What follows belongs to an exercise in optimizing a design on an open flow for small area and a short achievable clock period; a production flow would make more cautious choices. Where RTL was checked, it was by simulation tests only, not by an equivalence proof against the original. Power figures rest on the tool's default switching activity, not on a simulated workload.

Design shifter_io_wrapper, start of the top module:
module shifter_io_wrapper #(
    parameter integer WIDTH = 32,
    parameter integer BLOCK = 16
)(
    input  wire             clk,
    input  wire             v_in,
    input  wire [1:0]       opcode,
    input  wire [4:0]       shamt,
    input  wire [31:0]      din,
    output reg  [31:0]      dout,
    output reg              v_out
);
Settings: LEC_CHECK=0, CAP_MARGIN=20, CORE_MARGIN=2, CORE_UTILIZATION=60, SETUP_SLACK_MARGIN=0.9, SLEW_MARGIN=20, SYNTH_HIERARCHICAL=1; clock period 2.5 ns.
standard.sh (not shown) runs the stock make flow with config.mk's settings and CLKGATE_MAP_FILE= SYNTH_SCRIPT=/design/flow/synth_recipe.tcl, a recipe that flattens the netlist after the stock synthesis.
==> flow/flow/run.sh <==
#!/bin/bash
# Standard ORFS layout; only the cell used for the port buffers differs.
set -euo pipefail
bash standard.sh "BUFFER_PORTS_ARGS=-buffer_cell sky130_fd_sc_hd__buf_1" finish > standard_flow.log 2>&1
Change:
- SETUP_SLACK_MARGIN: 0.9 -> 1.0
After rerunning: The changed run finished clean; count of clock-buffer cells in the layout came out higher by 1; clock skew came out higher by 0.0042 ns; utilization goes up by 2.5 points; maximum frequency stays flat; power grows by 3.3%; synthesized area stays the same; worst setup slack is about the same; sequential share of layout area came out lower by 1.3 points; global-route usage rises by 1.0 points; clock power came out higher by 7.4%; non-clock buffer count came out higher by 9.
Change:
- CORE_UTILIZATION: 60 -> 40
- SETUP_SLACK_MARGIN: 1.0 -> 1.2
After rerunning: The new run went through all stages and came out clean. Total power is higher by about a fifth. Cell area grows by about a fifth. Die area climbs by well over a third. Clock skew is about the same.
Change:
- SETUP_SLACK_MARGIN: 1.2 -> 0.8
- wire length is lower by 15%
- sequential share of layout area came out higher by 7.5 points
- die area is unchanged
- final area fell by 20%
- clock power came out lower by 34%
- non-clock buffer count falls by 1
- core utilization decreases by 13 points
- synthesized cell count stays the same
- cell count is lower by 1.4%
- synthesized area stays the same
- sequential power went down by about 4%
No run of this note included a check of the RTL's function; only the layout flow was run.

========
v23:
shifter_io_wrapper, a different RTL version from the one above (not shown whole).
For scale: roughly 320 cells after synthesis, about 77 flip-flops, ~3100 sq um of cells after synthesis.
export LEC_CHECK = 0
export CAP_MARGIN = 20
export CORE_MARGIN = 2
export CORE_UTILIZATION = 50
export SETUP_SLACK_MARGIN = 1.1
export SLEW_MARGIN = 20
export SYNTH_HIERARCHICAL = 1
create_clock -name core_clock -period 2.5 [get_ports {clk}]
==> flow/flow/run.sh <==
#!/bin/bash
# Standard ORFS layout, with the port buffers made of the smallest buffer and
# a clock tree built without dummy balancing loads.
set -euo pipefail
bash standard.sh "BUFFER_PORTS_ARGS=-buffer_cell sky130_fd_sc_hd__buf_1" \
  "CTS_ARGS=-sink_clustering_enable -repair_clock_nets -dont_use_dummy_load -buf_list sky130_fd_sc_hd__clkbuf_4 -sink_clustering_size 10" finish > standard_flow.log 2>&1
Changes in v42 relative to v23:
--- a/flow/flow/run.sh
+++ b/flow/flow/run.sh
@@ -6 +6 @@
-  "CTS_ARGS=-sink_clustering_enable -repair_clock_nets -dont_use_dummy_load -buf_list sky130_fd_sc_hd__clkbuf_4 -sink_clustering_size 10" finish > standard_flow.log 2>&1
+  "CTS_ARGS=-sink_clustering_enable -repair_clock_nets -dont_use_dummy_load -buf_list {sky130_fd_sc_hd__clkbuf_4 sky130_fd_sc_hd__clkbuf_8}" finish > standard_flow.log 2>&1
==> comparison <==
Going from v23 to v42, power higher, share of the final layout cell area in multi-input gates lower, met3 track demand over resource higher, filler-free cell count of the finished design higher, final hold slack higher. v23 ended up with sky130_fd_sc_hd__dfxtp_1 as its standard cell with the maximum stage delay on the critical path; v42 ended up with sky130_fd_sc_hd__dfxtp_4. Max met1 wire length across v23 and v42: v23. [v42 vs v23] number of fill cells in the layout: lower in v42. Post-route worst setup slack essentially unchanged between v42 and v23. v42: no failed stages, no open violations at the end. v42 does worse than v23 on wire length of the first global-routing pass. Of v23 and v42, the higher final cell utilization of the core belongs to v42.
For v38, these inputs were changed with respect to v42:
--- a/flow/flow/run.sh
+++ b/flow/flow/run.sh
@@ -6 +6 @@
-  "CTS_ARGS=-sink_clustering_enable -repair_clock_nets -dont_use_dummy_load -buf_list {sky130_fd_sc_hd__clkbuf_4 sky130_fd_sc_hd__clkbuf_8}" finish > standard_flow.log 2>&1
+  "CTS_ARGS=-sink_clustering_enable -repair_clock_nets -dont_use_dummy_load -buf_list sky130_fd_sc_hd__clkbuf_4" RECOVER_POWER=50 finish > standard_flow.log 2>&1
Results
Summary of the comparison: sequential share of layout area is higher in v38, relative to v42.
Per the comparison of v38 with v42, core utilization lost 0.53 points, register-to-register slack dropped 0.28 ns, overall fraction of global-route tracks in use decreased 0.30 points.
The following lists how v50 was set up differently from v38:
Settings: an added CORE_ASPECT_RATIO of 1.5.
--- a/flow/flow/run.sh
+++ b/flow/flow/run.sh
@@ -6 +6 @@
-  "CTS_ARGS=-sink_clustering_enable -repair_clock_nets -dont_use_dummy_load -buf_list sky130_fd_sc_hd__clkbuf_4" RECOVER_POWER=50 finish > standard_flow.log 2>&1
+  "CTS_ARGS=-sink_clustering_enable -repair_clock_nets -dont_use_dummy_load -buf_list sky130_fd_sc_hd__clkbuf_4" finish > standard_flow.log 2>&1
[summary]
v50 completed end to end with timing, DRC and antenna clean. The worst setup path endpoint comes out m_datan[1]$_DFF_P_ in one run and dout[3]$_DFF_P_ in the other, namely in v38 and v50 respectively. NOTE: switching power in v50 falls short of that of v38. Sequential power of v50 is on par with v38. Compared with v38, in v50 fmax climbed 32%; total length of routed wires climbed 0.38%; switching share of total power dropped 0.37 points; combinational power share dropped 0.3 points; worst setup slack climbed 0.45 ns. v38 -> v50: number of endpoints with negative hold slack in the final report delta 0, exact match.

========
Setup of the previous run:
shifter_io_wrapper with an RTL version that a note above also has.
For scale: ~310 cells after synthesis, ~75 flip-flops, roughly 74 I/O pins, roughly 3000 µm² of cells after synthesis.
==> flow/config.mk <==
export PLATFORM = sky130hd
export DESIGN_NAME = shifter_io_wrapper
export DESIGN_NICKNAME = shifter_io_wrapper
export VERILOG_FILES = /design/flow/design.v
export SDC_FILE = /design/flow/constraint.sdc
export NUM_CORES = 4
export LEC_CHECK = 0
export CAP_MARGIN = 20
export CORE_MARGIN = 2
export CORE_UTILIZATION = 50
export SETUP_SLACK_MARGIN = 1.0
export SLEW_MARGIN = 20
export SYNTH_HIERARCHICAL = 1
==> flow/constraint.sdc <==
create_clock -name core_clock -period 2.5 [get_ports {clk}]
set_input_delay 0.5000 -clock core_clock [delete_from_list [all_inputs] [get_ports {clk}]]
set_output_delay 0.5000 -clock core_clock [all_outputs]
set_load 0.01 [all_outputs]
==> flow/flow/run.sh <==
#!/bin/bash
# Standard ORFS layout; only the cell used for the port buffers differs.
set -euo pipefail
bash standard.sh "BUFFER_PORTS_ARGS=-buffer_cell sky130_fd_sc_hd__buf_1" finish > standard_flow.log 2>&1
The following lists how the current run was set up differently from the previous run:
- a change of CORE_UTILIZATION from 50 to 40
==> summary.txt <==
In the current run, the wire length came out about 2.8% above the value in the previous run. Summary — die height, the current run relative to the previous run: higher, by 11%. Delta (the current run minus the previous run): routed metal-1 wirelength moved up, worst setup slack moved up, deepest level of the CTS H-tree held. The final reports for the current run and the previous run show multi-input logic portion of the cell area lower in the former. Changes observed in the current run relative to the previous run: clock skew rose by 0.0055 ns, cell count rose by 24.
Function was not checked in any run of this note: the RTL went through the layout flow alone.

========
shifter_io_wrapper with an RTL version that a note above also has.
Size in the first run: roughly 77 flip-flops, ~74 I/O pins, ~3100 um^2 of cells after synthesis.
==> flow/config.mk <==
export PLATFORM = sky130hd
export DESIGN_NAME = shifter_io_wrapper
export DESIGN_NICKNAME = shifter_io_wrapper
export VERILOG_FILES = /design/flow/design.v
export SDC_FILE = /design/flow/constraint.sdc
export NUM_CORES = 4
export LEC_CHECK = 0
export CAP_MARGIN = 20
export CORE_MARGIN = 2
export CORE_UTILIZATION = 40
export GPL_TIMING_DRIVEN = 0
export SETUP_SLACK_MARGIN = 1.1
export SLEW_MARGIN = 20
export SYNTH_HIERARCHICAL = 1
==> flow/constraint.sdc <==
create_clock -name core_clock -period 2.5 [get_ports {clk}]
set_input_delay 0.5000 -clock core_clock [delete_from_list [all_inputs] [get_ports {clk}]]
set_output_delay 0.5000 -clock core_clock [all_outputs]
set_load 0.01 [all_outputs]
==> flow/flow/run.sh <==
#!/bin/bash
# Standard ORFS layout, with the port buffers made of the smallest buffer and
# a clock tree built without dummy balancing loads.
set -euo pipefail
bash standard.sh "BUFFER_PORTS_ARGS=-buffer_cell sky130_fd_sc_hd__buf_1" \
  "CTS_ARGS=-sink_clustering_enable -repair_clock_nets -dont_use_dummy_load -buf_list sky130_fd_sc_hd__clkbuf_4" finish > standard_flow.log 2>&1
Then changed:
Settings changed: CORE_UTILIZATION 40 to 50, GPL_TIMING_DRIVEN 0 to unset, TNS_END_PERCENT set to 100.
=> Synthesized area is unchanged. Count of clock-buffer cells in the layout is unchanged. Setup slack is better by 0.036 ns.
Then changed:
==> flow/flow/run.sh (replaced) <==
#!/bin/bash
# Standard ORFS layout; only the cell used for the port buffers differs.
set -euo pipefail
bash standard.sh "BUFFER_PORTS_ARGS=-buffer_cell sky130_fd_sc_hd__buf_1" finish > standard_flow.log 2>&1
Settings changed: CORE_UTILIZATION 50 to 40, CTS_BUF_LIST set to sky130_fd_sc_hd__clkbuf_4, SETUP_SLACK_MARGIN 1.1 to 1.0, TNS_END_PERCENT 100 to unset.
What happened: The changed run went through all stages and came out clean. Register-to-register slack got worse by 0.08 ns. Combinational power falls by 4.9%. Flip-flop and latch count does not change. Die area rises by 24%. Synthesized cell count is unchanged. Routed wire length rises by 4.2%. Utilization falls by 13 points. Final cell count rises by 7.3%. Total power rises by 15%. Clock skew falls by 0.022 ns.
Then changed:
==> flow/flow/run.sh (replaced) <==
#!/bin/bash
# Standard ORFS layout, with the port buffers made of the smallest buffer and
# a clock tree built without dummy balancing loads.
set -euo pipefail
bash standard.sh "BUFFER_PORTS_ARGS=-buffer_cell sky130_fd_sc_hd__buf_1" \
  "CTS_ARGS=-sink_clustering_enable -repair_clock_nets -dont_use_dummy_load -buf_list sky130_fd_sc_hd__clkbuf_4" finish > standard_flow.log 2>&1
Settings changed: CORE_UTILIZATION 40 to 50, CTS_BUF_LIST sky130_fd_sc_hd__clkbuf_4 to unset, SETUP_SLACK_MARGIN 1.0 to 1.1.
What happened: Critical path depth drops by 4; cell count goes down by 6.8%; clock-buffer cell count decreases by 1; setup slack improved by 0.083 ns; synthesized cell count is unchanged.
Then changed:
==> flow/flow/run.sh (replaced) <==
#!/bin/bash
# Standard ORFS layout, with the port buffers made of the smallest buffer and
# a clock tree built without dummy balancing loads.
set -euo pipefail
bash standard.sh "BUFFER_PORTS_ARGS=-buffer_cell sky130_fd_sc_hd__buf_1" \
  "CTS_ARGS=-sink_clustering_enable -repair_clock_nets -dont_use_dummy_load" finish > standard_flow.log 2>&1
Settings changed: CORE_UTILIZATION 50 to 40, SETUP_SLACK_MARGIN 1.1 to 1.05.
Outcome: The new run ran to the end with no violations; setup slack degrades by 0.016 ns; clock-buffer cell count does not change; power came out higher by 5.1%; wire length came out higher by 2.5%; global-route usage came out lower by 4.7 points; critical path depth came out higher by 5; via count barely changes; first-iteration DRC count came out lower by about 8%; utilization came out lower by 14 points; final cell count came out higher by 6.0%; sequential share of layout area came out lower by 0.32 points.
Then changed:
==> flow/flow/run.sh (replaced) <==
#!/bin/bash
# Standard ORFS layout; only the cell used for the port buffers differs.
set -euo pipefail
bash standard.sh "BUFFER_PORTS_ARGS=-buffer_cell sky130_fd_sc_hd__buf_1" finish > standard_flow.log 2>&1
Settings changed: SETUP_SLACK_MARGIN 1.05 to 1.0.
Worst setup slack gets worse by 0.062 ns.
Count of clock-buffer cells in the layout rose by 1.
Area after synthesis stays the same.

========
Another version of the RTL of shifter_io_wrapper (not shown whole).
For scale: ~620 cells after synthesis, ~70 flip-flops, about 74 I/O pins, about 0.0041 mm² of cells after synthesis.
// shifter_io_wrapper
module shifter_io_wrapper #(
    parameter integer WIDTH = 32,
    parameter integer BLOCK = 16
)(
    input  wire             clk,
    input  wire             v_in,
    input  wire [1:0]       opcode,
    input  wire [4:0]       shamt,
    input  wire [31:0]      din,
    output reg  [31:0]      dout,
    output reg              v_out
);
export LEC_CHECK = 0
export ABC_AREA = 1
export CAP_MARGIN = 20
export CORE_MARGIN = 2
export CORE_UTILIZATION = 40
export SLEW_MARGIN = 20
create_clock -name core_clock -period 2.5 [get_ports {clk}]
==> flow/flow/run.sh <==
#!/bin/bash
# Standard ORFS layout; only the cell used for the port buffers differs.
set -euo pipefail
bash standard.sh "BUFFER_PORTS_ARGS=-buffer_cell sky130_fd_sc_hd__buf_2" finish > standard_flow.log 2>&1
The starting point produced a clean layout.
Change:
==> flow/flow/run.sh (replaced) <==
#!/bin/bash
# Standard ORFS layout; only the cell used for the port buffers differs.
set -euo pipefail
bash standard.sh "BUFFER_PORTS_ARGS=-buffer_cell sky130_fd_sc_hd__buf_1" finish > standard_flow.log 2>&1
ABC_CLOCK_PERIOD_IN_PS = 2500   (was unset)
SETUP_SLACK_MARGIN = 0.8   (was unset)
The changed run finished clean. Flip-flop and latch count is unchanged. Area after synthesis stays the same. Cell count barely changes. Total power came out higher by a few percent. Sequential power is about the same. Synthesized cell count does not change. Worst setup slack improved by 0.16 ns. Via count came out lower slightly. Core utilization came out lower by 0.51 points. Routed wire length came out higher slightly. Cell area came out lower slightly.
Change:
==> flow/run.sh (new file) <==
#!/bin/bash
# synth_recipe.tcl (not shown) runs the flow's synth.tcl, then flattens the netlist and writes it again
# the make line also repeats each setting of config.mk as NAME=value (left out here)
make -C /OpenROAD-flow-scripts/flow DESIGN_CONFIG=/design/flow/config.mk WORK_HOME=/design/flow/orfs CLKGATE_MAP_FILE= SYNTH_SCRIPT=/design/flow/synth_recipe.tcl finish
ABC_AREA = unset   (was 1)
ABC_CLOCK_PERIOD_IN_PS = unset   (was 2500)
SETUP_SLACK_MARGIN = 1.0   (was 0.8)
removed: flow/flow/run.sh
removed: flow/standard.sh
=>
- The changed run went through all stages and came out clean
- clock power fell by about 10%
- wire length climbs by 15%
- worst hold slack gains 0.093 ns
- setup slack got worse by 0.11 ns
- area after synthesis grows by 1.3%
Change:
ABC_AREA = 1   (was unset)
SETUP_SLACK_MARGIN = unset   (was 1.0)
After rerunning: Die area decreases by 1.3%; first-iteration DRC count went up by 0.35%; worst hold slack improved by 0.0031 ns; final cell count increases by 18%; worst setup slack loses 0.16 ns; fmax fell by 8.6%.
No functional check of the RTL was part of any run of this note.

========
Another version of the RTL of shifter_io_wrapper (not shown whole).
For scale: about 400 cells after synthesis, roughly 77 flip-flops, roughly 74 I/O pins.
clock: 2.5 ns
lec_check: 0
cap_margin: 20
core_margin: 2
core_utilization: 40
setup_slack_margin: 0.8
slew_margin: 20
synth_hierarchical: 1
==> flow/flow/run.sh <==
#!/bin/bash
# Standard ORFS layout; only the cell used for the port buffers differs.
set -euo pipefail
bash standard.sh "BUFFER_PORTS_ARGS=-buffer_cell sky130_fd_sc_hd__buf_1" finish > standard_flow.log 2>&1
The baseline completed without violations.
Next try:
CORE_UTILIZATION = 60   (was 40)
SETUP_SLACK_MARGIN = 1.0   (was 0.8)
Synthesized area stays the same. Final area increases by about 20%. Via count increases by 32%. Clock-buffer cell count increases by 2. Synthesized cell count does not change.
Function was not checked in any run of this note: the RTL went through the layout flow alone.

========
The RTL this note starts from:
==> flow/design.v <==
module mux_inv (
    input  wire a,
    input  wire b,
    input  wire s,
    input  wire sn,
    output wire y
);
    assign y = ~((a | s) & (b | sn));
endmodule
module mux_buf (
    input  wire a,
    input  wire b,
    input  wire s,
    input  wire sn,
    output wire y
);
    assign y = (a | s) & (b | sn);
endmodule
module nor2_cell (
    input  wire a,
    input  wire b,
    output wire y
);
    assign y = ~(a | b);
endmodule
module or2_cell (
    input  wire a,
    input  wire b,
    output wire y
);
    assign y = a | b;
endmodule
module inv_cell (
    input  wire a,
    output wire y
);
    assign y = ~a;
endmodule
module shifter_io_wrapper #(
    parameter integer WIDTH = 32,
    parameter integer BLOCK = 16
)(
    input  wire             clk,
    input  wire             v_in,
    input  wire [1:0]       opcode,
    input  wire [4:0]       shamt,
    input  wire [31:0]      din,
    output reg  [31:0]      dout,
    output reg              v_out
);
    genvar i;
    wire [1:0] is_left, is_leftn;
    nor2_cell u_l0  (.a(opcode[1]), .b(opcode[0]), .y(is_left[0]));
    nor2_cell u_l1  (.a(opcode[1]), .b(opcode[0]), .y(is_left[1]));
    or2_cell  u_ln0 (.a(opcode[1]), .b(opcode[0]), .y(is_leftn[0]));
    or2_cell  u_ln1 (.a(opcode[1]), .b(opcode[0]), .y(is_leftn[1]));
    wire fill     = (opcode == 2'b10) & din[31];
    wire filln    = ~fill;
    wire [4:3] shn = ~shamt[4:3];
    wire [31:0] d1;    
    wire [31:0] d2;    
    wire [31:0] d3;    
    generate
        for (i = 0; i < 32; i = i + 1) begin : g_s1
            mux_inv u_rev (.a(din[i]), .b(din[31-i]), .s(is_left[i / 16]), .sn(is_leftn[i / 16]), .y(d1[i]));
            mux_inv u_16 (.a(d1[i]), .b(i + 16 < 32 ? d1[(i + 16) % 32] : filln),
                          .s(shamt[4]), .sn(shn[4]), .y(d2[i]));
            mux_inv u_8  (.a(d2[i]), .b(i + 8 < 32 ? d2[(i + 8) % 32] : fill),
                          .s(shamt[3]), .sn(shn[3]), .y(d3[i]));
        end
    endgenerate
    wire shn2b, sh2b;
    inv_cell u_shn2b (.a(shamt[2]), .y(shn2b));
    inv_cell u_sh2b  (.a(shn2b), .y(sh2b));
    reg [31:0] m_datan;             
    reg [2:0]  m_sh, m_shn;
    reg        m_sh2b, m_shn2b;     
    reg        m_left, m_leftn;
    reg        m_fill, m_v;
    always @(posedge clk) begin
        m_datan <= d3;
        m_sh    <= shamt[2:0];
        m_shn   <= ~shamt[2:0];
        m_sh2b  <= sh2b;
        m_shn2b <= shn2b;
        m_left  <= is_left[0];
        m_leftn <= is_leftn[0];
        m_fill  <= fill;
        m_v     <= v_in;
    end
    wire m_filln = ~m_fill;
    wire [31:0] e1;    
    wire [31:0] e2;    
    wire [31:0] e3;    
    wire [31:0] e4;    
    generate
        for (i = 0; i < 32; i = i + 1) begin : g_s2
            mux_inv u_4   (.a(m_datan[i]), .b(i + 4 < 32 ? m_datan[(i + 4) % 32] : m_filln),
                           .s(i < 16 ? m_sh[2] : m_sh2b), .sn(i < 16 ? m_shn[2] : m_shn2b), .y(e1[i]));
            mux_inv u_2   (.a(e1[i]), .b(i + 2 < 32 ? e1[(i + 2) % 32] : m_fill),
                           .s(m_sh[1]), .sn(m_shn[1]), .y(e2[i]));
            mux_inv u_1   (.a(e2[i]), .b(i + 1 < 32 ? e2[(i + 1) % 32] : m_filln),
                           .s(m_sh[0]), .sn(m_shn[0]), .y(e3[i]));
            mux_buf u_rev (.a(e3[i]), .b(e3[31-i]), .s(m_left), .sn(m_leftn), .y(e4[i]));
        end
    endgenerate
    always @(posedge clk) begin
        dout  <= e4;
        v_out <= m_v;
    end
endmodule
Settings: LEC_CHECK=0, CAP_MARGIN=20, CORE_MARGIN=2, CORE_UTILIZATION=40, SETUP_SLACK_MARGIN=1.1, SLEW_MARGIN=20, SYNTH_HIERARCHICAL=1; clock period 2.5 ns.
Scripts as last shown in full above: flow/flow/run.sh
==> next run, changes <==
==> flow/flow/run.sh (replaced) <==
#!/bin/bash
# Standard ORFS layout, with the port buffers made of the smallest buffer and
# a clock tree built without dummy balancing loads.
set -euo pipefail
bash standard.sh "BUFFER_PORTS_ARGS=-buffer_cell sky130_fd_sc_hd__buf_1" \
  "CTS_ARGS=-sink_clustering_enable -repair_clock_nets -dont_use_dummy_load -buf_list sky130_fd_sc_hd__clkbuf_4" finish > standard_flow.log 2>&1
- CAP_MARGIN: 20 -> 10
- CORE_UTILIZATION: 40 -> 45
- SLEW_MARGIN: 20 -> 10
=> The new run finished with timing, DRC and antenna clean; register-to-register slack gets worse by 50 ps; hold slack gets worse by 43 ps; fmax falls by a few percent; sequential power barely changes; global-route usage rises by 1.7 points; combinational power rises by roughly a tenth; power falls by about a fifth; design area rises slightly; via count rises slightly.
==> next run, changes <==
- CAP_MARGIN: 10 -> 20
- CORE_UTILIZATION: 45 -> 55
- SLEW_MARGIN: 10 -> 20
Effect:
- worst setup slack gets worse by 25 ps
- final cell count shrinks by a few percent
- fmax goes down slightly
- area after synthesis stays the same
- die area is lower by about a fifth
- wire length decreases by a few percent
- clock skew fell by 6.0 ps
==> next run, changes <==
--- a/flow/flow/run.sh
+++ b/flow/flow/run.sh
@@ -6 +6 @@
-  "CTS_ARGS=-sink_clustering_enable -repair_clock_nets -dont_use_dummy_load -buf_list sky130_fd_sc_hd__clkbuf_4" finish > standard_flow.log 2>&1
+  "CTS_ARGS=-sink_clustering_enable -repair_clock_nets -dont_use_dummy_load" finish > standard_flow.log 2>&1
- CORE_UTILIZATION: 55 -> 50
The changed run finished clean.
Total power rose by 6.5%.
Routed wire length rose by 1.2%.
Cell count rose by 1.5%.
Global-route usage fell by 0.96 points.

-- re-timing with driven ports --
The flow's constraints put no driver on any port. The routed layouts listed below were extracted and timed again, unchanged, in two steps.
Step 1, drivers: a clkbuf_16 drives clk and a buf_2 each remaining input, both assumed.
Step 2 moves the port delays by t, midway between the first and last clock arrival at a register: inputs arrive t later, outputs are due t later. That takes back most of the time a late clock gives input paths.
Slacks: ideal / step 1 / step 2; pairs: ideal / step 1.
run | shift t [ns] | setup slack, ns | worst setup path at the end | pins driven straight from the clock port
the first run of note 1 | 0.356 | 0.993 / 0.993 / 0.650 | input to register | 1
the second run of note 1 | 0.347 | 0.995 / 0.997 / 0.651 | input to register | 1
the third run of note 1 | 0.384 | 1.057 / 1.057 / 0.848 | input to register | 1
the fourth run of note 1 | 0.375 | 0.969 / 0.969 / 0.668 | input to register | 1
v23 | 0.427 | 1.144 / 1.117 / 0.758 | input to register | 1
v42 | 0.359 | 1.142 / 1.142 / 0.840 | input to register | 1
v38 | 0.415 | 0.660 / 0.667 / 0.252 | input to register | 1
v50 | 0.411 | 1.107 / 1.107 / 0.782 | input to register | 1
the previous run | 0.371 | 1.035 / 1.035 / 0.763 | input to register | 1
the current run | 0.377 | 1.058 / 1.058 / 0.702 | input to register | 1
the first run of note 4 | 0.424 | 1.107 / 1.107 / 0.735 | input to register | 1
the second run of note 4 | 0.427 | 1.144 / 1.117 / 0.758 | input to register | 1
the third run of note 4 | 0.448 | 1.060 / 1.070 / 0.622 | input to register | 1
the fourth run of note 4 | 0.427 | 1.144 / 1.117 / 0.758 | input to register | 1
the fifth run of note 4 | 0.361 | 1.128 / 1.133 / 0.775 | input to register | 1
the sixth run of note 4 | 0.374 | 1.066 / 1.066 / 0.727 | input to register | 1
the first run of note 5 | 0.368 | 0.764 / 0.764 / 0.617 | input to register | 1
the second run of note 5 | 0.374 | 0.919 / 0.919 / 0.611 | input to register | 1
the third run of note 5 | 0.368 | 0.808 / 0.797 / 0.428 | input to register | 1
the fourth run of note 5 | 0.361 | 0.649 / 0.660 / 0.299 | input to register | 1
the first run of note 6 | 0.376 | 0.834 / 0.838 / 0.462 | input to register | 1
the second run of note 6 | 0.371 | 0.746 / 0.746 / 0.401 | input to register | 1
the first run of note 7 | 0.379 | 1.170 / 1.154 / 0.821 | input to register | 1
the second run of note 7 | 0.418 | 1.123 / 1.112 / 0.729 | input to register | 1
the third run of note 7 | 0.414 | 1.098 / 1.098 / 0.813 | input to register | 1
the fourth run of note 7 | 0.359 | 1.142 / 1.142 / 0.840 | input to register | 1
After both steps every run listed still meets setup and hold. For the third run of note 4, which loses most, drivers alone change the setup slack by +0.010 ns; drivers and shift together by -0.438 ns.
